Context: an optimization exercise on an open-source flow, tuned for small area and a short achievable clock period. The choices shown serve that exercise and are no tape-out recipe. The RTL was checked by simulation tests, not by an equivalence proof against the original design. Power and IR drop assume default switching activity.

### flow/config.mk
export PLATFORM = sky130hd
export DESIGN_NAME = spll
export DESIGN_NICKNAME = spll
export VERILOG_FILES = /design/flow/design.v
export SDC_FILE = /design/flow/constraint.sdc
export NUM_CORES = 4
export LEC_CHECK = 0
export CAP_MARGIN = 20
export CORE_MARGIN = 2
export CORE_UTILIZATION = 40
export SLEW_MARGIN = 20
### flow/constraint.sdc
create_clock -name core_clock -period 6.0 [get_ports {i_clk}]
set_input_delay 1.2000 -clock core_clock [delete_from_list [all_inputs] [get_ports {i_clk}]]
set_output_delay 1.2000 -clock core_clock [all_outputs]
set_load 0.01 [all_outputs]
### flow/design.v
module spll 
#(
		parameter	                  PHASE_BITS = 32,
		parameter	[0:0]	          OPT_TRACK_FREQUENCY = 1'b1,
		parameter	[PHASE_BITS-1:0]  INITIAL_PHASE_STEP  = 0,
		parameter	[0:0]	          OPT_GLITCHLESS      = 1'b1,
		localparam	                  MSB=PHASE_BITS-1
	)
(
		input	wire			       i_clk,
		input	wire			       i_reset,
		input	wire			       i_ld,
		input	wire [(MSB-1):0]       i_step,
		input	wire			       i_ce,
		input	wire			       i_input,
		input	wire [4:0]		       i_lgcoeff,
		output	wire [PHASE_BITS-1:0]  o_phase,
		output	reg	 [1:0]		       o_err,
		output	wire	 		       o_freq
	);
	reg		agreed_output, lead;	 
	wire		phase_err;
	reg	[MSB:0]	ctr, phase_correction, freq_correction, r_step;
	always @(posedge i_clk)
	if (i_reset)
		agreed_output <= 1'b0;
	else if (i_ce)
	begin
		if ((i_input)&&(ctr[MSB]))
			agreed_output <= 1'b1;
		else if ((!i_input)&&(!ctr[MSB]))
			agreed_output <= 1'b0;
	end
	always @(*)
	if (agreed_output)
		lead = (!ctr[MSB])&&(i_input);
	else
		lead = (ctr[MSB])&&(!i_input);
	assign	phase_err = (ctr[MSB] != i_input);
	always @(posedge i_clk)
		phase_correction <= {1'b1,{(MSB){1'b0}}} >> i_lgcoeff;
	always @(posedge i_clk)
	if (i_reset)
		ctr <= 0;
	else if (i_ce)
	begin
		if (!phase_err)
			ctr <= ctr + r_step;
		else if (lead)
		begin
			if (!OPT_GLITCHLESS || r_step > phase_correction)
				ctr <= ctr + r_step - phase_correction;
		end
		else  
			ctr <= ctr + r_step + phase_correction;
	end
	assign	o_phase = ctr;
	assign  o_freq  = ctr[31];
	always @(posedge i_clk)
		freq_correction <= { 3'b001, {(MSB-2){1'b0}} } >> (2*i_lgcoeff);
	always @(posedge i_clk)
	if (i_reset)
		r_step <= INITIAL_PHASE_STEP;
	else if (i_ld)
		r_step <= { 1'b0, i_step };
	else if ((i_ce)&&(OPT_TRACK_FREQUENCY)&&(phase_err))
	begin
		if (lead)
			r_step <= r_step - freq_correction;
		else
			r_step <= r_step + freq_correction;
	end
	always @(posedge i_clk)
	if (i_reset)
		o_err <= 2'h0;
	else if (i_ce)
		o_err <= (!phase_err) ? 2'b00 : ((lead) ? 2'b11 : 2'b01);
endmodule
### flow/run.sh
#!/bin/bash
# synth_recipe.tcl (not shown) runs the flow's synth.tcl, then flattens the netlist and writes it again
# the make line also repeats each setting of config.mk as NAME=value (left out here)
make -C /OpenROAD-flow-scripts/flow DESIGN_CONFIG=/design/flow/config.mk WORK_HOME=/design/flow/orfs CLKGATE_MAP_FILE= SYNTH_SCRIPT=/design/flow/synth_recipe.tcl finish
==> results of run 1 <==
-- registers in the layout (all words and copies together) (netlist names) --
register          cells
agreed_output         1
ctr                  32
freq_correction       1
o_err                 2
phase_correction     31
r_step               32
-- final cells by class --
cell class	count	area share [%]
clock buffers	10	2.062
repair buffers	94	7.666
clock inverters	6	0.8853
multi-input cells	1127	66.88
inverters	57	1.846
well taps	330	3.563
flip-flops and latches	99	17.10
-- where the power goes --
part	switching [mW]	internal, mW	total, mW
registers	0.152	0.768	0.920
logic	2.13	1.65	3.78
clock network	0.310	0.389	0.698
-- critical path, cell delays in order, from the launching register on --
cell and delay [ps]:
dfxtp_1 520, ha_1 320, a211oi_1 290, o21ai_0 240
a2111oi_0 620, nor3_1 200, o21ai_0 310, buf_4 200
nand2_1 100, a31oi_1 220, xnor2_1 140, ha_1 320
nand2_1 50, o21ai_0 240, nor2_1 100, a21oi_1 200
o31ai_1 140, a211oi_1 370, mux2i_1 270, xnor3_1 320
nand2_1 80, mux2_1 320
-- per-stage QoR --
| stage | instance area, sq um | instances | worst slack, ps | power [mW] |
|---|---|---|---|---|
| 3_3_place_gp | 11250 | 1707 | 317.4 | 4.670 |
| 6_report | 11590 | 1723 | 316.3 | 5.398 |
| 5_1_grt | 11590 | 1723 | 49.21 | 5.889 |
| 3_5_place_dp | 11250 | 1707 | 346.4 | 4.671 |
| 4_1_cts | 11590 | 1723 | 372.6 | 5.397 |
| 2_1_floorplan | 10150 | 1337 | 917.3 | 3.704 |
-- metal layers --
layer,global-route usage (%),wire [um]
met1,31.05,14410
met2,41.54,15130
met3,2.920,1274
met4,7.562,838
met5,0,0
-- cells by family (layout without fill, tap and decap cells) --
group | count (synthesis) | in the layout
simple gates | 435 | 435
compound gates | 428 | 428
fa+ha+maj | 132 | 132
xor+xnor | 116 | 116
buf+inv | 111 | 167
flops | 99 | 99
mux | 16 | 16
-- cells in the final DEF (no fill, tap or decap), types with 6 or more instances in the layout --
| cell type | n |
|---|---|
| nand2_1 | 100 |
| clkdlybuf4s50_1 | 74 |
| o211a_1 | 10 |
| clkbuf_16 | 9 |
| nor2_1 | 160 |
| a21oi_1 | 139 |
| nand2b_1 | 15 |
| nor3_1 | 25 |
| ha_1 | 130 |
| o211ai_1 | 8 |
| a21o_1 | 69 |
| nand4_1 | 20 |
| a211oi_1 | 28 |
| a311oi_1 | 13 |
| o21ai_0 | 62 |
| mux2i_1 | 12 |
| nor2b_1 | 19 |
| nand3b_1 | 7 |
| o31ai_1 | 9 |
| a31oi_1 | 15 |
| inv_1 | 56 |
| xor2_1 | 29 |
| nand3_1 | 28 |
| buf_4 | 19 |
| or3_1 | 12 |
| xnor2_1 | 85 |
| and3_1 | 14 |
| o21a_1 | 15 |
| or2_2 | 6 |
| dfxtp_1 | 99 |
| o21bai_1 | 8 |
-- worst paths after layout --
check | from | to | slack [ps] | depth (start not counted)
max | r_step[1] | ctr[31] | 320 | 21
min | ctr[15] | ctr[15] | 520 | 2
max reg2reg | r_step[1] | ctr[31] | 320 | 21
min reg2reg | ctr[15] | ctr[15] | 520 | 2
==> flow_metrics.py, run 1 <==
metrics = {
    "yosys": {
        "async_flop_share_pct": 0,
        "yosysMostFrequentCell": "nor2_1",
        "synth_top_family_by_area": "compound AO/OA/AOI/OAI gates",
        "ys_types": 74,
        "syn_nets": 1510,
        "synth_compound_area_share_pct": 27.72,
        "synth_top_area_share_pct": 19.53,
        "synth_flop_cell": "dfxtp_1",
        "yosys-mux-area-fraction_pct": 1.615,
        "synth.top_cells.by_count": "nor2_1, a21oi_1, ha_1",
        "synth-simple-area-share_pct": 20.27,
        "synth_area_leaders": "dfxtp_1, ha_1, xnor2_1",
        "synth_top_area_cell": "dfxtp_1",
        "netlist_area_sq_um": 10150,
        "synth_adder_area_share_pct": 16.42,
        "avgSynthCellArea_sq_um": 7.590,
        "synth_xor_area_share_pct": 10.22,
        "synth-edff-count": 0,
        "yosysWarnings": 1,
        "syn_inst": 1337,
        "yosysSeqAreaShare_pct": 19.53,
        "synth_seq_cells": 99,
    },
    "die": {
        "io_pins": 76,
        "fp.dieH_um": 163.3,
        "core_sq_um": 25040,
        "rows": 58,
        "die_x_um": 163.3,
        "initial_utilization_pct": 40.53,
        "fp.dieArea_sq_um": 26660,
    },
    "final_layout": {
        "final_core_util_pct": 46.29,
        "drive_gt1_share_pct": 4.307,
        "regArea_sq_um": 1982,
        "area_growth_syn_to_layout_pct": 14.20,
        "multiInputGateArea_sq_um": 7750,
        "fin_nets": 1561,
        "fillCellCount": 2559,
        "n_antenna_cell": 0,
    },
    "place": {
        "place_congestion": 0.9159,
        "portBuffers": 75,
        "dpl.hpwl_mm": 25.10,
    },
    "sta": {
        "finalHoldViolCount": 0,
        "tightest_slew_ps": 1018,
        "period_needed_ps": 5684,
        "fin_crit_sh_pct": 94.73,
        "setup_violations": 0,
        "whs_ps": 516.9,
        "fmax_mhz": 175.9,
        "fin_worst_skew_ps": 10.51,
        "drv_slew": 0,
        "slew_headroom_pct": 31.92,
        "rsz0062_at_grt": "false",
        "fin_setup_tns_ps": 0,
    },
    "power_and_ir_drop": {
        "p_leak_nw": 5.136,
        "pwr_density_cell_nw_per_um2": 465.8,
        "ir_drop_mv": 0.1979,
    },
    "global_route": {
        "grt_usage_pct": 24.02,
        "grt_antenna_before_repair": 0,
        "grt_max_degree": 59,
        "grt_pass1_wl_mm": 50.55,
        "grt-ovfl-total": 0,
        "grt_pass1_vias": 9316,
    },
    "worst_setup_path": {
        "arrival_ps": 5940,
        "start_kind": "flip-flop",
        "required_ps": 6260,
        "critPathKind": "reg -> reg",
        "critPathMaxFanout": 6,
        "cp-end-kind": "flip-flop",
    },
    "worst_hold_path": {
        "hold_class": "reg -> reg",
    },
    "detailed_routing": {
        "drt_iter0_drc": 524,
        "vias": 9894,
        "wl_per_cell_um": 18.37,
        "avgViaCountPerCell": 5.742,
        "firstDrtPassIters": 5,
        "drcViolationCount": 0,
        "ant_nets": 0,
        "routed_wl_mm": 31.65,
    },
    "clock_tree": {
        "cts_hold_buffers": 0,
        "cts_tree": "yes",
        "clk_pin_slew_ps": 80,
        "clock-root-buffer": "clkbuf_16",
        "cts_resized": 0,
        "clk_path_buf_depth": 2,
        "ctsHtreeMaxLevel": 3,
        "cts_setup_buffers": 0,
        "clkLatencyLatePin_ps": 370,
        "cts_buffers": 9,
        "clock_sinks": 99,
    },
    "outcome": {
        "outcome": "timing/DRC/antenna clean",
    },
    "job": {
        "drv_cap": 0,
    },
}
==> run 2, diff against run 1 <==
==> flow/design.v (replaced) <==
module spll
#(
		parameter	                  PHASE_BITS = 32,
		parameter	[0:0]	          OPT_TRACK_FREQUENCY = 1'b1,
		parameter	[PHASE_BITS-1:0]  INITIAL_PHASE_STEP  = 0,
		parameter	[0:0]	          OPT_GLITCHLESS      = 1'b1,
		localparam	                  MSB=PHASE_BITS-1
	)
(
		input	wire			       i_clk,
		input	wire			       i_reset,
		input	wire			       i_ld,
		input	wire [(MSB-1):0]       i_step,
		input	wire			       i_ce,
		input	wire			       i_input,
		input	wire [4:0]		       i_lgcoeff,
		output	wire [PHASE_BITS-1:0]  o_phase,
		output	reg	 [1:0]		       o_err,
		output	wire	 		       o_freq
	);
	reg	[4:0]	lg;
	reg		agreed_output;
	reg	[31:0]	ctr, r_step;
	always @(posedge i_clk)
		lg <= i_lgcoeff;
	wire	lead_e    = agreed_output ^ ctr[31];
	wire	phase_err = ctr[31] ^ i_input;
	wire	[31:0]	pc  = 32'h8000_0000 >> lg;
	wire	[31:0]	pcm = 32'hffff_ffff << (5'd31 - lg);
	wire	[31:0]	fc  = 32'h2000_0000 >> {lg, 1'b0};
	wire	[31:0]	sum0 = ctr + r_step;
	wire	[31:0]	sum1 = ctr + r_step + (lead_e ? pcm : pc);
	wire		hold = lead_e && !(r_step > pc);
	wire	[31:0]	alt  = hold ? ctr : sum1;
	always @(posedge i_clk)
	if (i_reset)
		ctr <= 0;
	else if (i_ce)
		ctr <= phase_err ? alt : sum0;
	wire	[31:0]	step1 = lead_e ? (r_step - fc) : (r_step + fc);
	always @(posedge i_clk)
	if (i_reset)
		r_step <= INITIAL_PHASE_STEP;
	else if (i_ld)
		r_step <= { 1'b0, i_step };
	else if (i_ce && phase_err)
		r_step <= step1;
	always @(posedge i_clk)
	if (i_reset)
		agreed_output <= 1'b0;
	else if (i_ce && !phase_err)
		agreed_output <= i_input;
	always @(posedge i_clk)
	if (i_reset)
		o_err <= 2'h0;
	else if (i_ce)
		o_err <= { phase_err && lead_e, phase_err };
	assign	o_phase = ctr;
	assign	o_freq  = ctr[31];
endmodule
==> run 2 against run 1 <==
- critical path depth is 1 higher
- via count fell by 3.5%
- routed wire length down 3.6%
- die area decreased by 7.6%
==> flow_metrics.py, run 2 <==
metrics = {
    "outcome": {
        "outcome": "timing/DRC/antenna clean",
    },
    "yosys": {
        "synth_flop_cell": "dfxtp_1",
        "synth_area_leaders": "ha_1, dfxtp_1, a21oi_1",
        "async_flop_share_pct": 0,
        "synth_seq_cells": 72,
        "avgSynthCellArea_sq_um": 7.185,
        "netlist_area_sq_um": 9361,
        "syn_nets": 1470,
        "synth-edff-count": 0,
        "ys_types": 84,
        "synth_top_area_share_pct": 16.57,
        "yosysSeqAreaShare_pct": 15.40,
        "yosysWarnings": 1,
        "synth.top_cells.by_count": "nand2_1, a21oi_1, nor2_1",
        "yosysMostFrequentCell": "nand2_1",
        "synth_top_area_cell": "ha_1",
        "syn_inst": 1303,
    },
    "sta": {
        "drv_slew": 0,
        "setup_violations": 0,
        "fin_worst_skew_ps": 7.409,
        "fmax_mhz": 191.6,
        "finalHoldViolCount": 0,
        "tightest_slew_ps": 936.4,
        "whs_ps": 467.7,
        "fin_setup_tns_ps": 0,
        "fin_crit_sh_pct": 87.01,
        "period_needed_ps": 5220,
        "slew_headroom_pct": 37.27,
        "rsz0062_at_grt": "false",
        "fin_ws_ps": 779.7,
    },
    "power_and_ir_drop": {
        "p_switching_mw": 1.837,
        "cellInternalPower_mw": 2.006,
        "p_comb_share_pct": 65.4,
        "ir_drop_mv": 0.1601,
        "swShare_pct": 47.81,
        "p_leak_nw": 4.678,
        "pwr_density_cell_nw_per_um2": 358.5,
        "total_power_mw": 3.843,
        "seqPwrFrac_pct": 18.5,
        "p_clk_share_pct": 16.1,
    },
    "final_layout": {
        "top_regs": "ctr: 32 flops, r_step: 32 flops, lg: 5 flops",
        "fin_area_sq_um": 10720,
        "final_cell_mix": "nand2_1, a21oi_1, nor2_1",
        "fin_cells": 1662,
        "area_growth_syn_to_layout_pct": 14.50,
        "fin_nets": 1511,
        "drive_gt1_share_pct": 5.263,
        "n_antenna_cell": 0,
        "layout_commonest_cell": "nand2_1",
        "final_core_util_pct": 47.06,
    },
    "die": {
        "initial_utilization_pct": 41.10,
        "core_sq_um": 22780,
        "fp.dieArea_sq_um": 24640,
        "io_pins": 76,
        "die_x_um": 157.0,
        "rows": 55,
        "fp.dieH_um": 157.0,
    },
    "detailed_routing": {
        "firstDrtPassIters": 7,
        "ant_nets": 0,
        "drt_iter0_drc": 534,
        "routed_wl_mm": 30.51,
        "vias": 9545,
        "avgViaCountPerCell": 5.743,
        "drcViolationCount": 0,
        "wl_per_cell_um": 18.36,
    },
    "worst_setup_path": {
        "cp_slowest_cell": "o31ai_2",
        "cp-end-kind": "flip-flop",
        "arrival_ps": 5440,
        "path_cells": "ha_1 > inv_1 > fa_1 > nand2b_1 > a21o_1 > and2_1 > o21ai_0 > a21boi_0 > o21bai_1 > a21oi_1 > xnor2_1 > ha_1 > nand3_1 > or2_2 > o21ai_0 > nand2_1 > o31ai_2 > a31oi_1 > o31ai_1 > a21oi_1 > xor2_1 > o22ai_1",
        "r2r-end": "ctr[28]",
        "critPathMaxFanout": 5,
        "r2r_slack_ps": 780,
        "r2r_start": "r_step[0]",
        "critPathBufInv": 1,
        "cp_slowest_stage_delay_ps": 420,
        "reg2reg_depth": 22,
        "start_kind": "flip-flop",
        "critPathKind": "reg -> reg",
        "crit_family": "compound AO/OA/AOI/OAI gates",
        "required_ps": 6220,
    },
    "place": {
        "dpl.hpwl_mm": 23.82,
        "placedCellCount": 1646,
        "place_congestion": 0.9569,
        "portBuffers": 75,
        "pre_cts_slack_ps": 822.5,
        "place_area_sq_um": 10400,
    },
    "clock_tree": {
        "clock-root-buffer": "clkbuf_16",
        "clk_pin_slew_ps": 60,
        "cts_resized": 0,
        "cts_hold_buffers": 0,
        "cts_tree": "yes",
        "clock_sinks": 72,
        "clkLatencyLatePin_ps": 360,
        "clk_path_buf_depth": 2,
        "cts_setup_buffers": 0,
        "cts_buffers": 9,
        "ctsHtreeMaxLevel": 3,
    },
    "global_route": {
        "grt_antenna_before_repair": 0,
        "grt_usage_pct": 24.94,
        "grt-ovfl-total": 0,
        "grt_pass1_vias": 8755,
        "grt_max_degree": 58,
        "grt_pass1_wl_mm": 48.29,
    },
    "worst_hold_path": {
        "holdPathStages": 2,
        "min_to": "o_err[1]",
        "worstHoldStart": "o_err[1]",
        "hold_class": "reg -> reg",
    },
    "job": {
        "drv_cap": 0,
    },
}
-- run 2: worst max path at each step --
stage / start / to / slack, ps / depth (start not counted)
final: r_step[0] / ctr[28] / 780 / 22
after global routing: ctr[0] / ctr[24] / 360 / 22
after CTS: r_step[0] / ctr[20] / 810 / 21
after detailed placement: r_step[0] / ctr[20] / 820 / 21
after global placement: ctr[0] / ctr[31] / 990 / 22
after floorplan: lg[3] / ctr[25] / 1310 / 20
-- run 2: worst min-delay path, stage by stage (launching register included) --
cell     delay [ps]
dfxtp_1         310
nand2_1          50
a21oi_1          50
-- run 2: layout make-up --
class	count	area, sq um
inverters	42	157.7
multi-input cells	1124	7516
flip-flops and latches	72	1441
well taps	313	391.6
clock inverters	6	92.59
fillers	2350	12060
clock buffers	10	229.0
repair buffers	95	890.9
-- run 2: per-layer routing --
layer | track usage (%) | vias to the layer above | wire length, um
met5 | 0 | - | 0
met3 | 2.313 | 31 | 1265
met2 | 40.64 | 226 | 13800
met1 | 34.82 | 4458 | 14780
met4 | 7.471 | 0 | 665
li1 | - | 4830 | -
-- run 2: power groups by stage --
stage / registers, mW / logic, mW / clock network [mW]
after floorplan: 0.685 / 1.86 / 0
after global placement: 0.723 / 2.47 / 0
after detailed placement: 0.723 / 2.47 / 0
after CTS: 0.713 / 2.49 / 0.633
after global routing: 0.723 / 2.80 / 0.648
final: 0.711 / 2.51 / 0.620
-- run 2: logic make-up (layout without fill, tap and decap cells) --
logic type	after synthesis	after routing	share of synthesized area, %
mux	7	7	0.8821
fa+ha+maj	127	127	17.11
buf+inv	107	153	4.557
simple gates	453	453	21.85
xor+xnor	94	94	9.195
flops	72	72	15.40
compound gates	443	443	31.01
==> run 3, diff against run 2 <==
--- a/flow/design.v
+++ b/flow/design.v
@@ -26,10 +26,25 @@
 	wire	lead_e    = agreed_output ^ ctr[31];
 	wire	phase_err = ctr[31] ^ i_input;
-	wire	[31:0]	pc  = 32'h8000_0000 >> lg;
-	wire	[31:0]	pcm = 32'hffff_ffff << (5'd31 - lg);
-	wire	[31:0]	fc  = 32'h2000_0000 >> {lg, 1'b0};
-	wire	[31:0]	sum0 = ctr + r_step;
-	wire	[31:0]	sum1 = ctr + r_step + (lead_e ? pcm : pc);
-	wire		hold = lead_e && !(r_step > pc);
+	wire	[31:0]	pc, pm, fm;
+	genvar i;
+	generate for (i = 0; i < 32; i = i + 1) begin : g_dec
+		assign pc[i] = (lg == 31 - i);
+		assign pm[i] = (lg >= 31 - i);
+		if (i >= 29)
+			assign fm[i] = (lg <= 14);
+		else
+			assign fm[i] = (lg >= (30 - i) / 2) && (lg <= 14);
+	end endgenerate
+	wire	[31:0]	sum0;
+	prefix_add32 u_add (.a(ctr), .b(r_step), .s(sum0));
+	wire	[31:0]	sum1;
+	pm_step u_ps (.x(sum0), .m(pm), .d(lead_e), .y(sum1));
+	wire	[31:0]	step1;
+	pm_step u_fs (.x(r_step), .m(fm), .d(lead_e), .y(step1));
+	wire	rk    = |(r_step & pc);
+	wire	above = |(r_step & pm & ~pc);
+	wire	other = |(r_step & ~pc);
+	wire	gl    = rk ? other : above;
+	wire	hold  = lead_e && !gl;
 	wire	[31:0]	alt  = hold ? ctr : sum1;
 	always @(posedge i_clk)
@@ -38,5 +53,4 @@
 	else if (i_ce)
 		ctr <= phase_err ? alt : sum0;
-	wire	[31:0]	step1 = lead_e ? (r_step - fc) : (r_step + fc);
 	always @(posedge i_clk)
 	if (i_reset)
@@ -59,2 +73,46 @@
 	assign	o_freq  = ctr[31];
 endmodule
+module prefix_add32 (
+		input	wire	[31:0]	a, b,
+		output	wire	[31:0]	s
+	);
+	wire	[31:0]	g [0:5];
+	wire	[31:0]	p [0:5];
+	assign	g[0] = a & b;
+	assign	p[0] = a ^ b;
+	genvar l, i;
+	generate for (l = 0; l < 5; l = l + 1) begin : g_lvl
+		for (i = 0; i < 32; i = i + 1) begin : g_bit
+			if ((i >> l) & 1) begin
+				localparam integer j = ((i >> l) << l) - 1;
+				assign g[l+1][i] = g[l][i] | (p[l][i] & g[l][j]);
+				assign p[l+1][i] = p[l][i] & p[l][j];
+			end else begin
+				assign g[l+1][i] = g[l][i];
+				assign p[l+1][i] = p[l][i];
+			end
+		end
+	end endgenerate
+	assign	s = p[0] ^ { g[5][30:0], 1'b0 };
+endmodule
+module pm_step (
+		input	wire	[31:0]	x, m,
+		input	wire		d,
+		output	wire	[31:0]	y
+	);
+	wire	[31:0]	u = ~m | (x ^ {32{d}});
+	wire	[31:0]	a [0:5];
+	assign	a[0] = u;
+	genvar l, i;
+	generate for (l = 0; l < 5; l = l + 1) begin : g_lvl
+		for (i = 0; i < 32; i = i + 1) begin : g_bit
+			if ((i >> l) & 1) begin
+				localparam integer j = ((i >> l) << l) - 1;
+				assign a[l+1][i] = a[l][i] & a[l][j];
+			end else begin
+				assign a[l+1][i] = a[l][i];
+			end
+		end
+	end endgenerate
+	assign	y = x ^ (m & { a[5][30:0], 1'b1 });
+endmodule
==> run 3 against run 2 <==
- sequential share of layout area rose by 2.6 points
- still clean
- sequential power shrank 14%
- design area decreased by 16%
- die area fell by 17%
- via count fell by 16%
- clock power shrank 9.2%
- combinational power down about 50%
- clock skew fell by 0.78 ps
- maximum frequency is 1.1% lower
- routed wire length shrank 12%
- largest cell class unchanged
- final cell count fell by 17%
- first-iteration DRC count up 9.4%
==> flow_metrics.py, run 3 <==
metrics = {
    "worst_setup_path": {
        "critPathMaxFanout": 8,
        "arrival_ps": 5510,
        "start_kind": "flip-flop",
        "cp-end-kind": "flip-flop",
        "required_ps": 6230,
        "reg2reg_depth": 18,
        "critPathKind": "reg -> reg",
    },
    "die": {
        "die_x_um": 143.3,
        "core_sq_um": 18890,
        "initial_utilization_pct": 41.11,
        "rows": 50,
        "io_pins": 76,
        "fp.dieArea_sq_um": 20550,
        "fp.dieH_um": 143.3,
    },
    "yosys": {
        "synth_seq_cells": 72,
        "netlist_area_sq_um": 7766,
        "synth-edff-count": 0,
        "avgSynthCellArea_sq_um": 7.184,
        "yosysSeqAreaShare_pct": 18.56,
        "ys_types": 91,
        "synth_flop_cell": "dfxtp_1",
        "syn_nets": 1157,
        "yosysMostFrequentCell": "nor2_1",
        "syn_inst": 1081,
        "async_flop_share_pct": 0,
        "synth_top_area_cell": "dfxtp_1",
        "synth.top_cells.by_count": "nor2_1, nand2_1, a21oi_1",
        "yosysWarnings": 3,
        "synth_top_area_share_pct": 18.56,
        "synth_area_leaders": "dfxtp_1, xnor2_1, nor2_1",
    },
    "global_route": {
        "grt_use_met2_pct": 41.50,
        "grt_antenna_before_repair": 0,
        "grt_usage_pct": 26.22,
        "gr-max-usage-layer": "met2",
        "grt_pass1_wl_mm": 41.83,
        "grt_pass1_vias": 7350,
        "met3_usage_pct": 3.565,
        "grt_max_degree": 69,
        "grt-ovfl-total": 0,
        "grtUsageMet1_pct": 37.27,
    },
    "sta": {
        "fin_worst_skew_ps": 6.629,
        "setup_violations": 0,
        "fin_ws_ps": 720.4,
        "fin_setup_tns_ps": 0,
        "finalHoldViolCount": 0,
        "fin_crit_sh_pct": 87.99,
        "period_needed_ps": 5280,
        "tightest_slew_ps": 1126,
        "drv_slew": 0,
        "fmax_mhz": 189.4,
        "slew_headroom_pct": 24.82,
        "rsz0062_at_grt": "false",
    },
    "clock_tree": {
        "cts_resized": 0,
        "clkLatencyLatePin_ps": 350,
        "clock-root-buffer": "clkbuf_16",
        "cts_hold_buffers": 0,
        "cts_tree": "yes",
        "cts_setup_buffers": 0,
        "clk_pin_slew_ps": 60,
        "cts_buffers": 9,
        "ctsHtreeMaxLevel": 3,
        "clock_sinks": 72,
        "clk_path_buf_depth": 2,
    },
    "detailed_routing": {
        "wl_per_cell_um": 19.56,
        "ant_nets": 0,
        "drcViolationCount": 0,
        "vias": 7973,
        "avgViaCountPerCell": 5.811,
        "firstDrtPassIters": 5,
        "routed_wl_mm": 26.84,
        "drt_iter0_drc": 584,
    },
    "place": {
        "pre_cts_slack_ps": 759.4,
        "place_area_sq_um": 8683,
        "place_congestion": 0.9447,
        "dpl.hpwl_mm": 20.16,
        "portBuffers": 75,
    },
    "final_layout": {
        "n_antenna_cell": 0,
        "drive_gt1_share_pct": 6.025,
        "area_growth_syn_to_layout_pct": 15.66,
        "fin_area_sq_um": 8982,
        "final_core_util_pct": 47.54,
        "fillCellCount": 1948,
        "fin_nets": 1183,
        "final_cell_mix": "nor2_1, nand2_1, a21oi_1",
        "layout_commonest_cell": "nor2_1",
        "top_regs": "ctr: 32 flops, r_step: 32 flops, lg: 5 flops",
    },
    "power_and_ir_drop": {
        "ir_drop_mv": 0.1381,
        "pwr_density_cell_nw_per_um2": 269.4,
        "p_leak_nw": 3.367,
        "total_power_mw": 2.420,
    },
    "worst_hold_path": {
        "holdPathStages": 2,
        "hold_class": "reg -> reg",
    },
    "outcome": {
        "outcome": "timing/DRC/antenna clean",
    },
    "job": {
        "drv_cap": 0,
    },
}
==> run 3: through the flow <==
stage,hold WS (ps),std cells
global route,514.0,1372
detailed placement,473.9,1356
finish,480.4,1372
floorplan,492.0,1081
CTS,483.1,1372
global placement,473.4,1356
==> run 3: layout make-up <==
type	count	area, sq um	area share (%)
repair buffers	96	898.4	10.00
clock inverters	5	56.30	0.6268
clock buffers	11	242.7	2.702
inverters	31	116.4	1.295
multi-input cells	897	5902	65.71
flip-flops and latches	72	1441	16.05
well taps	260	325.3	3.622
==> run 3: logic make-up after synthesis <==
logic type	count (synthesis)	synth area share, %
multiplexers	28	3.931
AO/OA/AOI/OAI	286	25.49
flip-flops	72	18.56
buffers and inverters	112	5.655
AND/OR/NAND/NOR	447	28.31
XOR/XNOR	101	11.94
adder cells (fa/ha/maj)	35	6.122
==> run 3: critical path: stages (launching register included) <==
cell and delay, ps:
dfxtp_1 410, inv_1 130, fa_1 450, nand2b_1 240, a21oi_1 300, nor2_1 170
o21bai_1 150, a21oi_1 100, fa_1 390, xnor2_1 260, xnor2_1 160, o21ai_0 120
a211o_1 380, a2111o_1 380, nor4_4 520, nand4_4 210, nor2_4 160, mux2i_1 90
or4_1 520
==> run 3: report_power, final <==
group	internal, mW	switching (mW)	total, mW
clock	0.333	0.230	0.563
combinational	0.528	0.719	1.25
sequential	0.525	0.0841	0.609
total	1.39	1.03	2.42
==> run 3: final timing paths <==
kind | end | slack [ps] | start
setup / recovery | ctr[31] | 720 | r_step[1]
hold / removal | ctr[7] | 480 | ctr[7]
setup reg to reg | ctr[31] | 720 | r_step[1]
hold reg to reg | ctr[7] | 480 | ctr[7]
==> run 3: per-layer routing <==
metal  wire length, um  vias up
met3              1582       36
met4               459        0
met5                 0        -
met1             12620     3693
li1                  -     3979
met2             12180      265
==> run 4, diff against run 3 <==
--- a/flow/config.mk
+++ b/flow/config.mk
@@ -9,3 +9,4 @@
 export CORE_MARGIN = 2
 export CORE_UTILIZATION = 40
+export SETUP_SLACK_MARGIN = 3.5
 export SLEW_MARGIN = 20
==> run 4 against run 3 <==
- still clean on timing, DRC and antenna
- sequential power barely moved
- first-iteration DRC count rose by 43%
- sequential share of layout area fell by 2.4 points
- area after synthesis did not move
- flip-flop and latch count did not move
- clock power barely moved
- critical path depth rose by 2
- highest routed layer unchanged
==> flow_metrics.py, run 4 <==
metrics = {
    "outcome": {
        "outcome": "timing/DRC/antenna clean",
    },
    "detailed_routing": {
        "wl_per_cell_um": 21.57,
        "avgViaCountPerCell": 6.072,
        "firstDrtPassIters": 6,
        "drcViolationCount": 0,
        "ant_nets": 0,
        "vias": 8780,
        "drt_iter0_drc": 835,
        "routed_wl_mm": 31.19,
    },
    "worst_hold_path": {
        "holdPathStages": 2,
        "worstHoldStart": "o_err[0]",
        "min_to": "o_err[0]",
        "hold_class": "reg -> reg",
    },
    "sta": {
        "period_needed_ps": 4611,
        "fin_ws_ps": 1389,
        "slew_headroom_pct": 44.19,
        "whs_ps": 493.5,
        "setup_violations": 0,
        "finalHoldViolCount": 0,
        "tightest_slew_ps": 837.1,
        "fin_setup_tns_ps": 0,
        "drv_slew": 0,
        "fmax_mhz": 216.9,
        "rsz0062_at_grt": "true",
        "fin_crit_sh_pct": 76.85,
        "fin_worst_skew_ps": 4.612,
    },
    "worst_setup_path": {
        "reg2reg_depth": 20,
        "r2r_slack_ps": 1390,
        "critPathLaunch": "r_step[0]",
        "cp.depth": 20,
        "cp_slowest_stage_delay_ps": 500,
        "cp_slowest_cell": "or4_1",
        "r2r-end": "ctr[31]",
        "path_cells": "ha_4 > inv_2 > fa_2 > nand2b_4 > a21oi_4 > nor2_4 > o21bai_1 > a21oi_2 > fa_2 > xnor2_2 > xnor2_1 > o21ai_1 > a211o_1 > a2111o_1 > nor4_4 > buf_4 > nand4_4 > nor2_4 > nor4b_2 > or4_1",
        "cp-end-kind": "flip-flop",
        "critPathBufInv": 2,
        "arrival_ps": 4850,
        "critPathMaxFanout": 4,
        "critPathKind": "reg -> reg",
        "start_kind": "flip-flop",
        "required_ps": 6240,
        "r2r_start": "r_step[0]",
        "crit_family": "compound AO/OA/AOI/OAI gates",
    },
    "die": {
        "fp.dieArea_sq_um": 20550,
        "die_x_um": 143.3,
        "io_pins": 76,
        "fp.dieH_um": 143.3,
        "core_sq_um": 18890,
        "rows": 50,
        "initial_utilization_pct": 41.11,
    },
    "yosys": {
        "synth_xor_area_share_pct": 11.94,
        "synth-edff-count": 0,
        "avgSynthCellArea_sq_um": 7.184,
        "synth_top_area_share_pct": 18.56,
        "synth_adder_area_share_pct": 6.122,
        "syn_nets": 1157,
        "async_flop_share_pct": 0,
        "synth.top_cells.by_count": "nor2_1, nand2_1, a21oi_1",
        "yosysMostFrequentCell": "nor2_1",
        "ys_types": 91,
        "yosysWarnings": 3,
        "yosys-mux-area-fraction_pct": 3.931,
        "netlist_area_sq_um": 7766,
        "synth_compound_area_share_pct": 25.49,
        "synth_top_family_by_area": "simple AND/OR/NAND/NOR gates",
        "synth_top_area_cell": "dfxtp_1",
        "synth-simple-area-share_pct": 28.31,
        "synth_flop_cell": "dfxtp_1",
        "syn_inst": 1081,
        "synth_area_leaders": "dfxtp_1, xnor2_1, nor2_1",
        "synth_seq_cells": 72,
        "yosysSeqAreaShare_pct": 18.56,
    },
    "clock_tree": {
        "cts_tree": "yes",
        "cts_hold_buffers": 0,
        "clk_pin_slew_ps": 60,
        "cts_buffers": 9,
        "clock-root-buffer": "clkbuf_16",
        "clk_path_buf_depth": 2,
        "clock_sinks": 72,
        "ctsHtreeMaxLevel": 3,
        "clkLatencyLatePin_ps": 360,
    },
    "final_layout": {
        "fin_cells": 1446,
        "layout_commonest_cell": "nor2_1",
        "final_cell_mix": "nor2_1, nand2_1, a21oi_1",
        "final_core_util_pct": 57.50,
        "drive_gt1_share_pct": 25.80,
        "top_regs": "ctr: 32 flops, r_step: 32 flops, lg: 5 flops",
        "area_growth_syn_to_layout_pct": 39.89,
        "fin_nets": 1257,
        "n_antenna_cell": 0,
        "fin_area_sq_um": 10860,
    },
    "place": {
        "placedCellCount": 1353,
        "place_area_sq_um": 8894,
        "pre_cts_slack_ps": 894.0,
        "dpl.hpwl_mm": 20.43,
        "place_congestion": 0.9752,
        "portBuffers": 75,
    },
    "power_and_ir_drop": {
        "p_leak_nw": 4.370,
        "total_power_mw": 2.780,
        "pwr_density_cell_nw_per_um2": 255.8,
        "ir_drop_mv": 0.2219,
    },
    "global_route": {
        "grt_pass1_vias": 8019,
        "grt_max_degree": 69,
        "grt_antenna_before_repair": 0,
        "grt_usage_pct": 29.03,
        "grt_pass1_wl_mm": 45.87,
        "grt-ovfl-total": 0,
    },
    "job": {
        "drv_cap": 0,
    },
}
==> run 4: cell counts after synthesis <==
Identical to the previous run, type by type.
==> run 4: report_power, final <==
group / internal, mW / switching, mW / total [mW]
Sequential: 0.528 / 0.0794 / 0.607
Combinational: 0.688 / 0.922 / 1.61
Clock: 0.322 / 0.240 / 0.562
Total: 1.54 / 1.24 / 2.78
==> run 4: routing by layer <==
layer  part of all wire [%]  vias up  GRT usage (%)
met5                      0        -              0
met4                    3.0        0          10.32
met3                    7.5       75          4.332
met2                     46      431          45.83
met1                     43     4142          40.33
li1                       -     4132              -
==> run 4: final cells by class <==
type	count	area, sq um
fill	1815	8029
clock inverter	7	72.57
timing repair buffer	169	1782
tap	260	325.3
sequential	72	1485
multi-input combinational	898	6853
clock buffer	9	225.2
inverter	31	121.4
==> run 4: worst max-delay path by stage <==
| stage | slack, ps | end |
|---|---|---|
| final | 1390 | ctr[31] |
| after CTS | 1450 | ctr[31] |
| after floorplan | 1570 | ctr[31] |
| after detailed placement | 890 | ctr[31] |
| after global routing | 1200 | ctr[31] |
| after global placement | 1060 | ctr[31] |
==> run 4: logic make-up (layout without fill, tap and decap cells) <==
family | Yosys count | in the layout
AO/OA/AOI/OAI | 286 | 286
adder cells (fa/ha/maj) | 35 | 35
multiplexers | 28 | 28
XOR/XNOR | 101 | 102
buffers and inverters | 112 | 216
flip-flops | 72 | 72
AND/OR/NAND/NOR | 447 | 447
==> run 4: timing repair <==
action	CTS	global route
gates resized for setup	146	118
gates cloned	4	3
pin swaps	47	62
endpoints found under the setup margin	73	83
setup buffers	34	36
==> run 4: worst register-to-register path: stages (launching register included) <==
cell and delay [ps]:
dfxtp_2 350, ha_4 130, inv_2 30, fa_2 390, nand2b_4 180, a21oi_4 190
nor2_4 70, o21bai_1 200, a21oi_2 100, fa_2 400, xnor2_2 210, xnor2_1 140
o21ai_1 100, a211o_1 340, a2111o_1 420, nor4_4 140, buf_4 180, nand4_4 150
nor2_4 200, nor4b_2 70, or4_1 500
==> run 5, diff against run 4 <==
==> flow/flow/run.sh (new file) <==
#!/bin/bash
# Own flow: the standard layout (standard.sh), but synthesis maps the logic
# with a plain delay-driven ABC script and without the full/half adder cells.
set -euo pipefail
export MY_WORK=$PWD
export MY_ABC_SCRIPT=$PWD/flow/abc.script
EXTRA=$(cat flow/extra.txt 2>/dev/null || true)
bash standard.sh SYNTH_SCRIPT=$PWD/flow/synth.tcl ADDER_MAP_FILE= $EXTRA finish > flow_make.log 2>&1
==> flow/flow/abc.script (new file) <==
strash
dch
map
topo
buffer -c
upsize -c
dnsize -c
==> flow/flow/extra.txt (new file) <==
ABC_CLOCK_PERIOD_IN_PS=2500
==> flow/flow/synth.tcl (new file) <==
# The standard synthesis (synth_recipe.tcl), with the ABC mapping script
# replaced by flow/abc.script
proc abc {args} {
  set i [lsearch -exact $args -script]
  if { $i >= 0 } { set args [lreplace $args [expr {$i+1}] [expr {$i+1}] $::env(MY_ABC_SCRIPT)] }
  yosys abc {*}$args
}
source $::env(MY_WORK)/synth_recipe.tcl
==> flow/standard.sh (new file) <==
#!/bin/bash
# synth_recipe.tcl (not shown) runs the flow's synth.tcl, then flattens the netlist and writes it again
# the make line also repeats each setting of config.mk as NAME=value (left out here)
make -C /OpenROAD-flow-scripts/flow DESIGN_CONFIG=/design/flow/config.mk WORK_HOME=/design/flow/orfs CLKGATE_MAP_FILE= SYNTH_SCRIPT=/design/flow/synth_recipe.tcl "${@:-finish}"
removed: flow/run.sh
==> run 5 against run 4 <==
- routed wire length grew 33%
- clock-buffer cell count stayed put
- non-clock buffer count is 134 higher
- design area increased by 26%
- total power is 11% lower
- die area is 7.1% higher
- synthesized cell count increased by 29%
- register-to-register slack improved by 1600 ps
- worst hold slack improved by 25 ps
==> flow_metrics.py, run 5 <==
metrics = {
    "power_and_ir_drop": {
        "p_clk_share_pct": 24.0,
        "pwr_density_cell_nw_per_um2": 182.0,
        "ir_drop_mv": 0.1392,
        "seqPwrFrac_pct": 24.0,
        "p_switching_mw": 1.081,
        "swShare_pct": 43.57,
        "p_leak_nw": 5.632,
        "p_comb_share_pct": 52.0,
        "cellInternalPower_mw": 1.400,
        "total_power_mw": 2.482,
    },
    "yosys": {
        "yosysMostFrequentCell": "nand2_1",
        "synth_top_area_cell": "dfxtp_1",
        "syn_inst": 1394,
        "synth_seq_cells": 72,
        "synth_top_area_share_pct": 17.30,
        "synth_flop_cell": "dfxtp_1",
        "avgSynthCellArea_sq_um": 5.977,
        "async_flop_share_pct": 0,
        "ys_types": 73,
        "synth.top_cells.by_count": "nand2_1, nand3_1, nor2_1",
        "syn_nets": 1435,
        "synth-edff-count": 0,
        "netlist_area_sq_um": 8332,
        "yosysSeqAreaShare_pct": 17.30,
        "yosysWarnings": 3,
        "synth_area_leaders": "dfxtp_1, nand2_1, nand3_1",
    },
    "sta": {
        "setup_violations": 0,
        "fin_worst_skew_ps": 10.03,
        "tightest_slew_ps": 498.3,
        "fmax_mhz": 327.5,
        "drv_slew": 0,
        "finalHoldViolCount": 0,
        "slew_headroom_pct": 66.47,
        "fin_ws_ps": 2947,
        "whs_ps": 518.0,
        "period_needed_ps": 3053,
        "fin_setup_tns_ps": 0,
        "fin_crit_sh_pct": 50.89,
        "rsz0062_at_grt": "true",
    },
    "global_route": {
        "gr-max-usage-layer": "met2",
        "grt_pass1_vias": 10430,
        "grt_use_met2_pct": 53.17,
        "grt_pass1_wl_mm": 58.03,
        "met3_usage_pct": 5.092,
        "grt_antenna_before_repair": 0,
        "grt-ovfl-total": 0,
        "grt_usage_pct": 33.59,
        "grt_max_degree": 40,
        "grtUsageMet1_pct": 44.40,
    },
    "outcome": {
        "outcome": "timing/DRC/antenna clean",
    },
    "clock_tree": {
        "clock_sinks": 72,
        "cts_buffers": 9,
        "clk_path_buf_depth": 2,
        "ctsHtreeMaxLevel": 3,
        "clock-root-buffer": "clkbuf_16",
        "clkLatencyLatePin_ps": 370,
        "cts_tree": "yes",
        "clk_pin_slew_ps": 70,
    },
    "worst_setup_path": {
        "r2r_slack_ps": 2950,
        "critPathMaxFanout": 11,
        "critPathKind": "reg -> reg",
        "crit_end": "ctr[22]",
        "start_kind": "flip-flop",
        "cp-end-kind": "flip-flop",
        "r2r_start": "lg[0]",
        "reg2reg_depth": 16,
        "arrival_ps": 3310,
        "r2r-end": "ctr[22]",
        "required_ps": 6250,
        "critPathLaunch": "lg[0]",
    },
    "detailed_routing": {
        "wl_per_cell_um": 21.70,
        "firstDrtPassIters": 6,
        "drt_iter0_drc": 1499,
        "routed_wl_mm": 41.58,
        "drcViolationCount": 0,
        "vias": 12000,
        "avgViaCountPerCell": 6.263,
        "ant_nets": 0,
    },
    "final_layout": {
        "final_core_util_pct": 66.98,
        "n_antenna_cell": 0,
        "drive_gt1_share_pct": 38.40,
        "top_regs": "ctr: 32 flops, r_step: 32 flops, lg: 5 flops",
        "area_growth_syn_to_layout_pct": 63.70,
        "layout_commonest_cell": "nand2_1",
        "fin_nets": 1682,
        "final_cell_mix": "nand2_1, buf_4, nand3_1",
    },
    "die": {
        "initial_utilization_pct": 40.91,
        "io_pins": 76,
        "fp.dieArea_sq_um": 22000,
        "die_x_um": 148.3,
        "rows": 52,
        "core_sq_um": 20360,
        "fp.dieH_um": 148.3,
    },
    "worst_hold_path": {
        "holdPathStages": 2,
        "hold_class": "reg -> reg",
    },
    "place": {
        "place_congestion": 0.9860,
        "dpl.hpwl_mm": 23.86,
        "pre_cts_slack_ps": 1691,
        "portBuffers": 75,
    },
    "job": {
        "drv_cap": 0,
    },
}
## run 5: stage by stage
| stage | cells | instance area (sq um) |
|---|---|---|
| 6_report | 1916 | 13640 |
| 5_1_grt | 1916 | 13640 |
| 4_1_cts | 1841 | 12140 |
| 3_5_place_dp | 1680 | 9170 |
| 3_3_place_gp | 1680 | 9170 |
| 2_1_floorplan | 1394 | 8359 |
## run 5: area by class of cell
| type | count | area (sq um) |
|---|---|---|
| Inverter | 146 | 639.4 |
| Clock inverter | 7 | 78.83 |
| Fill cell | 1628 | 6725 |
| Multi-Input combinational cell | 1108 | 7576 |
| Clock buffer | 9 | 225.2 |
| Timing Repair inverter | 1 | 7.507 |
| Timing Repair Buffer | 303 | 3192 |
| Sequential cell | 72 | 1583 |
| Tap cell | 270 | 337.8 |
## run 5: routing by layer
metal | up-vias | part of all wire (%)
met1 | 5483 | 38
met2 | 867 | 44
li1 | 5400 | -
met5 | - | 0
met4 | 0 | 7.0
met3 | 249 | 11
## run 5: kinds of logic (layout without fill, tap and decap cells)
kind of cell              after synthesis  after routing  synth area share, %
and+or+nand+nor                       676            676                37.68
AOI/OAI and AO/OA                     387            388                29.12
buffers and inverters                 215            466                11.01
DFF                                    72             72                17.30
xor gates and xnor gates               44             44                4.896
## run 5: worst max-delay path, cell delays in order (launching register included)
cell and delay (ps):
dfxtp_4 360, buf_6 170, nor2_4 180, inv_1 130
nor2_4 220, nor2_1 100, nand2_1 80, o2111ai_1 190
nor4_4 350, a31oi_2 190, nor2_2 210, a21oi_4 110
buf_12 150, buf_6 110, buf_12 140, o21ai_0 180
a31oi_1 60
## run 5: what timing repair did
action | 4_1_cts | 5_1_grt
gates resized for setup | 395 | 211
setup endpoints to repair | 93 | 73
pin swaps | 80 | 119
cloned | 10 | 5
hold buffers | 0 | 0
buffers inserted | 135 | 70
## run 5: worst min-delay path by stage
stage | startpoint | to
5_1_grt | r_step[8] | r_step[8]
6_report | r_step[8] | r_step[8]
3_3_place_gp | o_err[0] | o_err[0]
2_1_floorplan | agreed_output | agreed_output
3_5_place_dp | o_err[0] | o_err[0]
4_1_cts | r_step[10] | r_step[10]
## run 5: power by group through the flow
stage	clock network [mW]	registers, mW	logic (mW)
floorplan	0	0.571	0.563
global placement	0	0.596	0.770
detailed placement	0	0.597	0.771
CTS	0.592	0.587	1.06
global route	0.617	0.602	1.36
finish	0.596	0.594	1.29
==> run 6, diff against run 5 <==
--- a/flow/config.mk
+++ b/flow/config.mk
@@ -9,4 +9,3 @@
 export CORE_MARGIN = 2
 export CORE_UTILIZATION = 40
-export SETUP_SLACK_MARGIN = 3.5
 export SLEW_MARGIN = 20
==> run 6 against run 5 <==
- still clean
- non-clock buffer count shrank 217
- flip-flop and latch count unchanged
- utilization decreased by 21 points
- final cell count decreased by 11%
- clock power shrank 1%
- clock skew grew 3.2 ps
- die area unchanged
- global-route usage decreased by 5.7 points
- worst setup slack worse by 1300 ps
==> flow_metrics.py, run 6 <==
metrics = {
    "outcome": {
        "outcome": "timing/DRC/antenna clean",
    },
    "die": {
        "fp.dieH_um": 148.3,
        "die_x_um": 148.3,
        "rows": 52,
        "initial_utilization_pct": 40.91,
        "io_pins": 76,
        "fp.dieArea_sq_um": 22000,
        "core_sq_um": 20360,
    },
    "worst_setup_path": {
        "reg2reg_depth": 15,
        "critPathMaxFanout": 16,
        "required_ps": 6250,
        "crit_end": "r_step[31]",
        "cp-end-kind": "flip-flop",
        "cpMostUsedCell": "nand2_1",
        "r2r_slack_ps": 1610,
        "cp_slowest_stage_delay_ps": 740,
        "critPathKind": "reg -> reg",
        "path_cells": "inv_2 > nor2_2 > nand2_1 > nand2_2 > inv_2 > nand2_1 > o21ai_1 > nor3b_2 > nand2_1 > inv_1 > nand3_1 > nor2_1 > nand3_1 > o21ai_1 > a21oi_1",
        "cp_slowest_cell": "dfxtp_1",
        "cp.depth": 15,
        "critPathBufInv": 3,
        "critPathLaunch": "lg[0]",
        "r2r-end": "r_step[31]",
        "start_kind": "flip-flop",
        "arrival_ps": 4640,
        "crit_family": "simple AND/OR/NAND/NOR gates",
        "r2r_start": "lg[0]",
    },
    "detailed_routing": {
        "firstDrtPassIters": 5,
        "routed_wl_mm": 30.79,
        "wl_per_cell_um": 18.14,
        "drcViolationCount": 0,
        "drt_iter0_drc": 842,
        "ant_nets": 0,
        "vias": 9998,
        "avgViaCountPerCell": 5.892,
    },
    "sta": {
        "fin_ws_ps": 1605,
        "drv_slew": 0,
        "finalHoldViolCount": 0,
        "whs_ps": 501.7,
        "rsz0062_at_grt": "false",
        "tightest_slew_ps": 883.9,
        "fin_crit_sh_pct": 73.24,
        "fin_setup_tns_ps": 0,
        "setup_violations": 0,
        "period_needed_ps": 4395,
        "fin_worst_skew_ps": 13.25,
        "fmax_mhz": 227.6,
        "slew_headroom_pct": 40.85,
    },
    "place": {
        "dpl.hpwl_mm": 22.85,
        "pre_cts_slack_ps": 1527,
        "portBuffers": 75,
        "place_congestion": 0.9760,
    },
    "yosys": {
        "async_flop_share_pct": 0,
        "synth-edff-count": 0,
        "avgSynthCellArea_sq_um": 5.977,
        "synth_top_area_share_pct": 17.30,
        "synth_flop_cell": "dfxtp_1",
        "yosysSeqAreaShare_pct": 17.30,
        "syn_nets": 1435,
        "synth.top_cells.by_count": "nand2_1, nand3_1, nor2_1",
        "synth_seq_cells": 72,
        "ys_types": 73,
        "synth_top_area_cell": "dfxtp_1",
        "syn_inst": 1394,
        "yosysWarnings": 3,
        "yosysMostFrequentCell": "nand2_1",
        "synth_area_leaders": "dfxtp_1, nand2_1, nand3_1",
        "netlist_area_sq_um": 8332,
    },
    "global_route": {
        "grt-ovfl-total": 0,
        "grt_antenna_before_repair": 0,
        "grt_pass1_vias": 8900,
        "grt_max_degree": 49,
        "grt_pass1_wl_mm": 48.82,
        "grt_usage_pct": 27.92,
    },
    "clock_tree": {
        "clock-root-buffer": "clkbuf_16",
        "cts_buffers": 9,
        "cts_tree": "yes",
        "clk_path_buf_depth": 2,
        "cts_setup_buffers": 0,
        "ctsHtreeMaxLevel": 3,
        "cts_hold_buffers": 0,
        "clkLatencyLatePin_ps": 360,
        "clk_pin_slew_ps": 70,
        "clock_sinks": 72,
        "cts_resized": 0,
    },
    "final_layout": {
        "top_regs": "ctr: 32 flops, r_step: 32 flops, lg: 5 flops",
        "drive_gt1_share_pct": 7.989,
        "final_core_util_pct": 46.47,
        "n_antenna_cell": 0,
        "layout_commonest_cell": "nand2_1",
        "final_cell_mix": "nand2_1, nand3_1, nor2_1",
        "area_growth_syn_to_layout_pct": 13.59,
        "fin_nets": 1463,
    },
    "power_and_ir_drop": {
        "ir_drop_mv": 0.1286,
        "total_power_mw": 1.956,
        "pwr_density_cell_nw_per_um2": 206.7,
        "p_leak_nw": 3.705,
    },
    "job": {
        "drv_cap": 0,
    },
    "worst_hold_path": {
        "hold_class": "reg -> reg",
    },
}
[run 6: cell count changes in the layout (fill, tap and decap cells not counted), moves of 32 or more]
cell and delta:
dfxtp_1 +49, nor2_1 +44, nand2_1 +48, nand3_2 -33, nor2_4 -41, buf_4 -146, o21ai_0 +44, nand3_1 +38
dfxtp_4 -32
[run 6: worst min path at each step]
stage | cells after the start | start | to
floorplan | 2 | agreed_output | agreed_output
global placement | 2 | o_err[0] | o_err[0]
detailed placement | 2 | o_err[0] | o_err[0]
CTS | 2 | o_err[0] | o_err[0]
finish | 2 | o_err[0] | o_err[0]
global route | 2 | o_err[0] | o_err[0]
[run 6: where the power goes]
group          switching (mW)  internal, mW
combinational           0.494         0.286
sequential             0.0699         0.517
clock                   0.261         0.328
[run 6: cell type report]
type,instances,area (sq um)
Clock inverter,7,78.83
Multi-Input combinational cell,1107,6000
Timing Repair Buffer,86,833.3
Tap cell,270,337.8
Clock buffer,9,225.2
Fill cell,2144,10900
Inverter,146,548.0
Sequential cell,72,1441
[run 6: per-layer routing]
layer / share of wire (%) / track usage (%) / vias up
li1: - / - / 4918
met1: 45 / 39.20 / 4593
met2: 44 / 42.59 / 423
met3: 7.9 / 5.123 / 64
met4: 3.3 / 10.38 / 0
met5: 0 / 0 / -
[run 6: kinds of logic after synthesis]
family	count (synthesis)	synth area share [%]
buf+inv	215	11.01
compound gates	387	29.12
simple gates	676	37.68
flops	72	17.30
xor+xnor	44	4.896
[run 6: tightest hold or removal path: cells and delay by family (launching register included)]
kind / cells / cell delay [ps]
AOI/OAI and AO/OA: 1 / 70
DFF: 1 / 330
and+or+nand+nor: 1 / 70
[run 6: metrics by stage]
stage / instances / area (sq um)
after floorplan: 1394 / 8332
after global placement: 1681 / 9151
after detailed placement: 1681 / 9151
after CTS: 1697 / 9455
after global routing: 1697 / 9464
final: 1697 / 9464
==> run 7, diff against run 6 <==
==> flow/flow/run.sh (replaced) <==
#!/bin/bash
# Own flow: the standard layout (standard.sh) with these changes:
#  - synthesis maps the logic with a plain delay-driven ABC script
#    (flow/abc.script, via flow/synth.tcl) and without full/half adder cells;
#  - the delay cells are kept out of the design, so that the port buffers
#    are plain buffers.
set -euo pipefail
export MY_WORK=$PWD
export MY_ABC_SCRIPT=$PWD/flow/abc.script
DU="sky130_fd_sc_hd__probe_p_8 sky130_fd_sc_hd__probec_p_8 sky130_fd_sc_hd__lpflow_bleeder_1 sky130_fd_sc_hd__lpflow_clkbufkapwr_1 sky130_fd_sc_hd__lpflow_clkbufkapwr_16 sky130_fd_sc_hd__lpflow_clkbufkapwr_2 sky130_fd_sc_hd__lpflow_clkbufkapwr_4 sky130_fd_sc_hd__lpflow_clkbufkapwr_8 sky130_fd_sc_hd__lpflow_clkinvkapwr_1 sky130_fd_sc_hd__lpflow_clkinvkapwr_16 sky130_fd_sc_hd__lpflow_clkinvkapwr_2 sky130_fd_sc_hd__lpflow_clkinvkapwr_4 sky130_fd_sc_hd__lpflow_clkinvkapwr_8 sky130_fd_sc_hd__lpflow_decapkapwr_12 sky130_fd_sc_hd__lpflow_decapkapwr_3 sky130_fd_sc_hd__lpflow_decapkapwr_4 sky130_fd_sc_hd__lpflow_decapkapwr_6 sky130_fd_sc_hd__lpflow_decapkapwr_8 sky130_fd_sc_hd__lpflow_inputiso0n_1 sky130_fd_sc_hd__lpflow_inputiso0p_1 sky130_fd_sc_hd__lpflow_inputiso1n_1 sky130_fd_sc_hd__lpflow_inputiso1p_1 sky130_fd_sc_hd__lpflow_inputisolatch_1 sky130_fd_sc_hd__lpflow_isobufsrc_1 sky130_fd_sc_hd__lpflow_isobufsrc_16 sky130_fd_sc_hd__lpflow_isobufsrc_2 sky130_fd_sc_hd__lpflow_isobufsrc_4 sky130_fd_sc_hd__lpflow_isobufsrc_8 sky130_fd_sc_hd__lpflow_isobufsrckapwr_16 sky130_fd_sc_hd__lpflow_lsbuf_lh_hl_isowell_tap_1 sky130_fd_sc_hd__lpflow_lsbuf_lh_hl_isowell_tap_2 sky130_fd_sc_hd__lpflow_lsbuf_lh_hl_isowell_tap_4 sky130_fd_sc_hd__lpflow_lsbuf_lh_isowell_4 sky130_fd_sc_hd__lpflow_lsbuf_lh_isowell_tap_1 sky130_fd_sc_hd__lpflow_lsbuf_lh_isowell_tap_2 sky130_fd_sc_hd__lpflow_lsbuf_lh_isowell_tap_4  sky130_fd_sc_hd__clkdlybuf4s15_1 sky130_fd_sc_hd__clkdlybuf4s15_2 sky130_fd_sc_hd__clkdlybuf4s18_1 sky130_fd_sc_hd__clkdlybuf4s18_2 sky130_fd_sc_hd__clkdlybuf4s25_1 sky130_fd_sc_hd__clkdlybuf4s25_2 sky130_fd_sc_hd__clkdlybuf4s50_1 sky130_fd_sc_hd__clkdlybuf4s50_2 sky130_fd_sc_hd__dlygate4sd1_1 sky130_fd_sc_hd__dlygate4sd2_1 sky130_fd_sc_hd__dlygate4sd3_1 sky130_fd_sc_hd__dlymetal6s2s_1 sky130_fd_sc_hd__dlymetal6s4s_1 sky130_fd_sc_hd__dlymetal6s6s_1"
bash standard.sh SYNTH_SCRIPT=$PWD/flow/synth.tcl ADDER_MAP_FILE= ABC_CLOCK_PERIOD_IN_PS=2500 "DONT_USE_CELLS=$DU" finish > flow_make.log 2>&1
==> flow/flow/abc.script (replaced) <==
strash
dch
map -D 2500
topo
buffer -c
upsize -c
dnsize -c
--- a/flow/config.mk
+++ b/flow/config.mk
@@ -8,4 +8,4 @@
 export CAP_MARGIN = 20
 export CORE_MARGIN = 2
-export CORE_UTILIZATION = 40
+export CORE_UTILIZATION = 60
 export SLEW_MARGIN = 20
removed: flow/flow/extra.txt
==> run 7 against run 6 <==
- worst setup slack got worse by 500 ps
- routed wire length fell by 19%
- clock skew fell by 1.8 ps
- sequential power fell by 2%
- clock-buffer cell count rose by 2
- total power fell by 8.6%
- clock power fell by 3%
- design area fell by 15%
- critical path depth did not move
- area after synthesis fell by 10%
- highest routed layer unchanged
- still clean on timing, DRC and antenna
- largest cell class unchanged
==> flow_metrics.py, run 7 <==
metrics = {
    "sta": {
        "fin_setup_tns_ps": 0,
        "period_needed_ps": 4899,
        "setup_violations": 0,
        "rsz0062_at_grt": "false",
        "fin_crit_sh_pct": 81.64,
        "slew_headroom_pct": 26.75,
        "finalHoldViolCount": 0,
        "drv_slew": 0,
        "fmax_mhz": 204.1,
        "tightest_slew_ps": 1098,
        "whs_ps": 491.3,
        "fin_worst_skew_ps": 11.46,
    },
    "yosys": {
        "avgSynthCellArea_sq_um": 6.099,
        "async_flop_share_pct": 0,
        "ys_types": 75,
        "synth_top_area_cell": "dfxtp_1",
        "synth_seq_cells": 72,
        "yosysMostFrequentCell": "nor2_1",
        "synth-edff-count": 0,
        "synth_top_area_share_pct": 19.31,
        "netlist_area_sq_um": 7465,
        "syn_inst": 1224,
        "syn_nets": 1265,
        "yosysWarnings": 3,
        "yosysSeqAreaShare_pct": 19.31,
        "synth.top_cells.by_count": "nor2_1, nand2_1, inv_1",
        "synth_area_leaders": "dfxtp_1, nor2_1, nand2_1",
        "synth_flop_cell": "dfxtp_1",
    },
    "detailed_routing": {
        "wl_met3_mm": 1.665,
        "dr_wl_met2_mm": 11.61,
        "vias": 8533,
        "drt-met1-wl_mm": 10.87,
        "routed_wl_mm": 24.87,
        "drcViolationCount": 0,
        "firstDrtPassIters": 5,
        "drt_iter0_drc": 895,
        "ant_nets": 0,
        "wl_per_cell_um": 17.21,
        "avgViaCountPerCell": 5.905,
        "highest-signal-layer": "met4",
    },
    "die": {
        "core_sq_um": 12060,
        "fp.dieArea_sq_um": 13350,
        "io_pins": 76,
        "initial_utilization_pct": 61.89,
        "die_x_um": 115.5,
        "fp.dieH_um": 115.5,
        "rows": 40,
    },
    "clock_tree": {
        "ctsHtreeMaxLevel": 3,
        "clock_sinks": 72,
        "clock-root-buffer": "clkbuf_16",
        "cts_buffers": 9,
        "clk_pin_slew_ps": 60,
        "clk_path_buf_depth": 2,
        "cts_setup_buffers": 0,
        "cts_hold_buffers": 0,
        "clkLatencyLatePin_ps": 350,
        "cts_resized": 0,
        "cts_tree": "yes",
    },
    "worst_setup_path": {
        "cp-end-kind": "flip-flop",
        "r2r_slack_ps": 1100,
        "r2r-end": "ctr[11]",
        "start_kind": "flip-flop",
        "required_ps": 6210,
        "reg2reg_depth": 15,
        "arrival_ps": 5110,
        "critPathKind": "reg -> reg",
        "critPathMaxFanout": 50,
        "r2r_start": "lg[4]",
    },
    "job": {
        "drv_cap": 0,
    },
    "power_and_ir_drop": {
        "ir_drop_mv": 0.1998,
        "p_leak_nw": 3.169,
        "pwr_density_cell_nw_per_um2": 221.2,
    },
    "place": {
        "portBuffers": 75,
        "dpl.hpwl_mm": 18.64,
        "place_congestion": 1.004,
    },
    "worst_hold_path": {
        "holdPathStages": 2,
        "hold_class": "reg -> reg",
        "min_to": "o_err[0]",
        "worstHoldStart": "o_err[0]",
    },
    "final_layout": {
        "area_growth_syn_to_layout_pct": 8.347,
        "fin_nets": 1313,
        "n_antenna_cell": 0,
        "final_cell_mix": "nor2_1, nand2_1, inv_1",
        "layout_commonest_cell": "nor2_1",
        "drive_gt1_share_pct": 9.475,
        "fillCellCount": 1165,
        "top_regs": "ctr: 32 flops, r_step: 32 flops, lg: 5 flops",
    },
    "outcome": {
        "outcome": "timing/DRC/antenna clean",
    },
    "global_route": {
        "grt_pass1_vias": 7817,
        "grt_max_degree": 55,
        "grt_pass1_wl_mm": 39.88,
        "grt_antenna_before_repair": 0,
        "grt-ovfl-total": 0,
        "grt_usage_pct": 38.15,
    },
}
==> run 7: cell types whose count changed in the layout (fill, tap and decap cells not counted), moves of 24 or more <==
cell	before	now
nand3_1	162	58
buf_1	0	77
nor2_1	139	216
clkdlybuf4s50_1	75	0
nand2_1	247	183
xor2_1	28	60
a31oi_1	31	7
==> run 7: worst max-delay path by stage <==
stage,startpoint,to,slack (ps),cells past startpoint
after global placement,lg[4],ctr[23],1290,15
after global routing,lg[4],ctr[4],640,15
after detailed placement,lg[4],ctr[20],1310,15
after CTS,ctr[31],ctr[29],1180,17
final,lg[4],ctr[11],1100,15
after floorplan,ctr[0],ctr[27],3030,20
==> run 7: power breakdown <==
group	internal (mW)	switching [mW]	leakage, nW
Sequential	0.518	0.0561	0.596
Clock	0.343	0.227	0.148
Combinational	0.207	0.437	2.43
Total	1.07	0.721	3.17
==> run 7: metal layers <==
metal	GRT usage (%)	vias to the layer above
met4	15.34	0
met3	5.439	54
met2	63.66	379
met5	0	-
li1	-	4169
met1	49.63	3931
==> run 7: critical path: stages (launching register included) <==
cell and delay [ps]:
dfxtp_1 690, inv_1 370, nor2_1 630, inv_2 170, nor2_1 240, inv_1 130, o21ai_0 230, o2111ai_1 180
nor4_1 220, nand4_1 140, a21oi_1 170, nand3_1 90, nand2_1 560, inv_2 540, o21ai_0 320, a21oi_1 60
==> run 7: cell type report <==
type	instances	area [sq um]	share of cell area (%)
tap	168	210.2	2.599
inverter	172	646.9	7.998
clock buffer	11	252.7	3.125
sequential	72	1441	17.82
clock inverter	5	55.05	0.6807
multi-input combinational	935	5167	63.89
timing repair buffer	82	314.1	3.883
==> run 7: logic make-up after synthesis <==
| logic type | Yosys count | synth area share, % |
|---|---|---|
| AND/OR/NAND/NOR | 560 | 33.96 |
| flip-flops | 72 | 19.31 |
| XOR/XNOR | 78 | 9.554 |
| adder cells (fa/ha/maj) | 1 | 0.1843 |
| AO/OA/AOI/OAI | 296 | 25.34 |
| buffers and inverters | 217 | 11.65 |
==> run 7: metrics by stage <==
step           setup WS, ps  total power [mW]  util, %  instance area (sq um)  cells
2_1_floorplan          3026             1.056        -                   7465   1224
3_3_place_gp           1289             1.199    64.50                   7780   1429
3_5_place_dp           1312             1.206    64.50                   7780   1429
4_1_cts                1184             1.776    67.05                   8088   1445
5_1_grt               637.0             1.883    67.05                   8088   1445
6_report               1101             1.789    67.05                   8088   1445

port drivers added, routing unchanged:
The flow's constraints put no driver on any port. The routed layouts listed below were extracted and timed again, unchanged, in two steps.
Step 1, drivers: a clkbuf_16 drives i_clk and a buf_2 each remaining input, both assumed.
Step 2 times the ports against the registers' clock, not the clock port: input delays grow and output delays shrink by t, the midpoint of the rising clock arrivals with the driver on.
a / b / c = ideal / step 1 / step 2; a / b = the first two.
run | t, ns | slack for setup (ns) | worst setup path at the end
run 1 | 0.412 | 0.316 / 0.316 / 0.244 | input to register
run 2 | 0.398 | 0.780 / 0.780 / 0.780 | register to register
run 3 | 0.397 | 0.720 / 0.720 / 0.720 | register to register
run 4 | 0.402 | 1.389 / 1.389 / 1.389 | register to register
run 5 | 0.408 | 2.947 / 2.947 / 2.947 | register to register
run 6 | 0.402 | 1.605 / 1.605 / 1.353 | input to register
run 7 | 0.390 | 1.101 / 1.101 / 1.101 | register to register
After both steps every run listed still meets setup and hold. For run 6, which loses most, drivers alone change the setup slack by 0.000 ns; drivers and shift together by -0.252 ns.
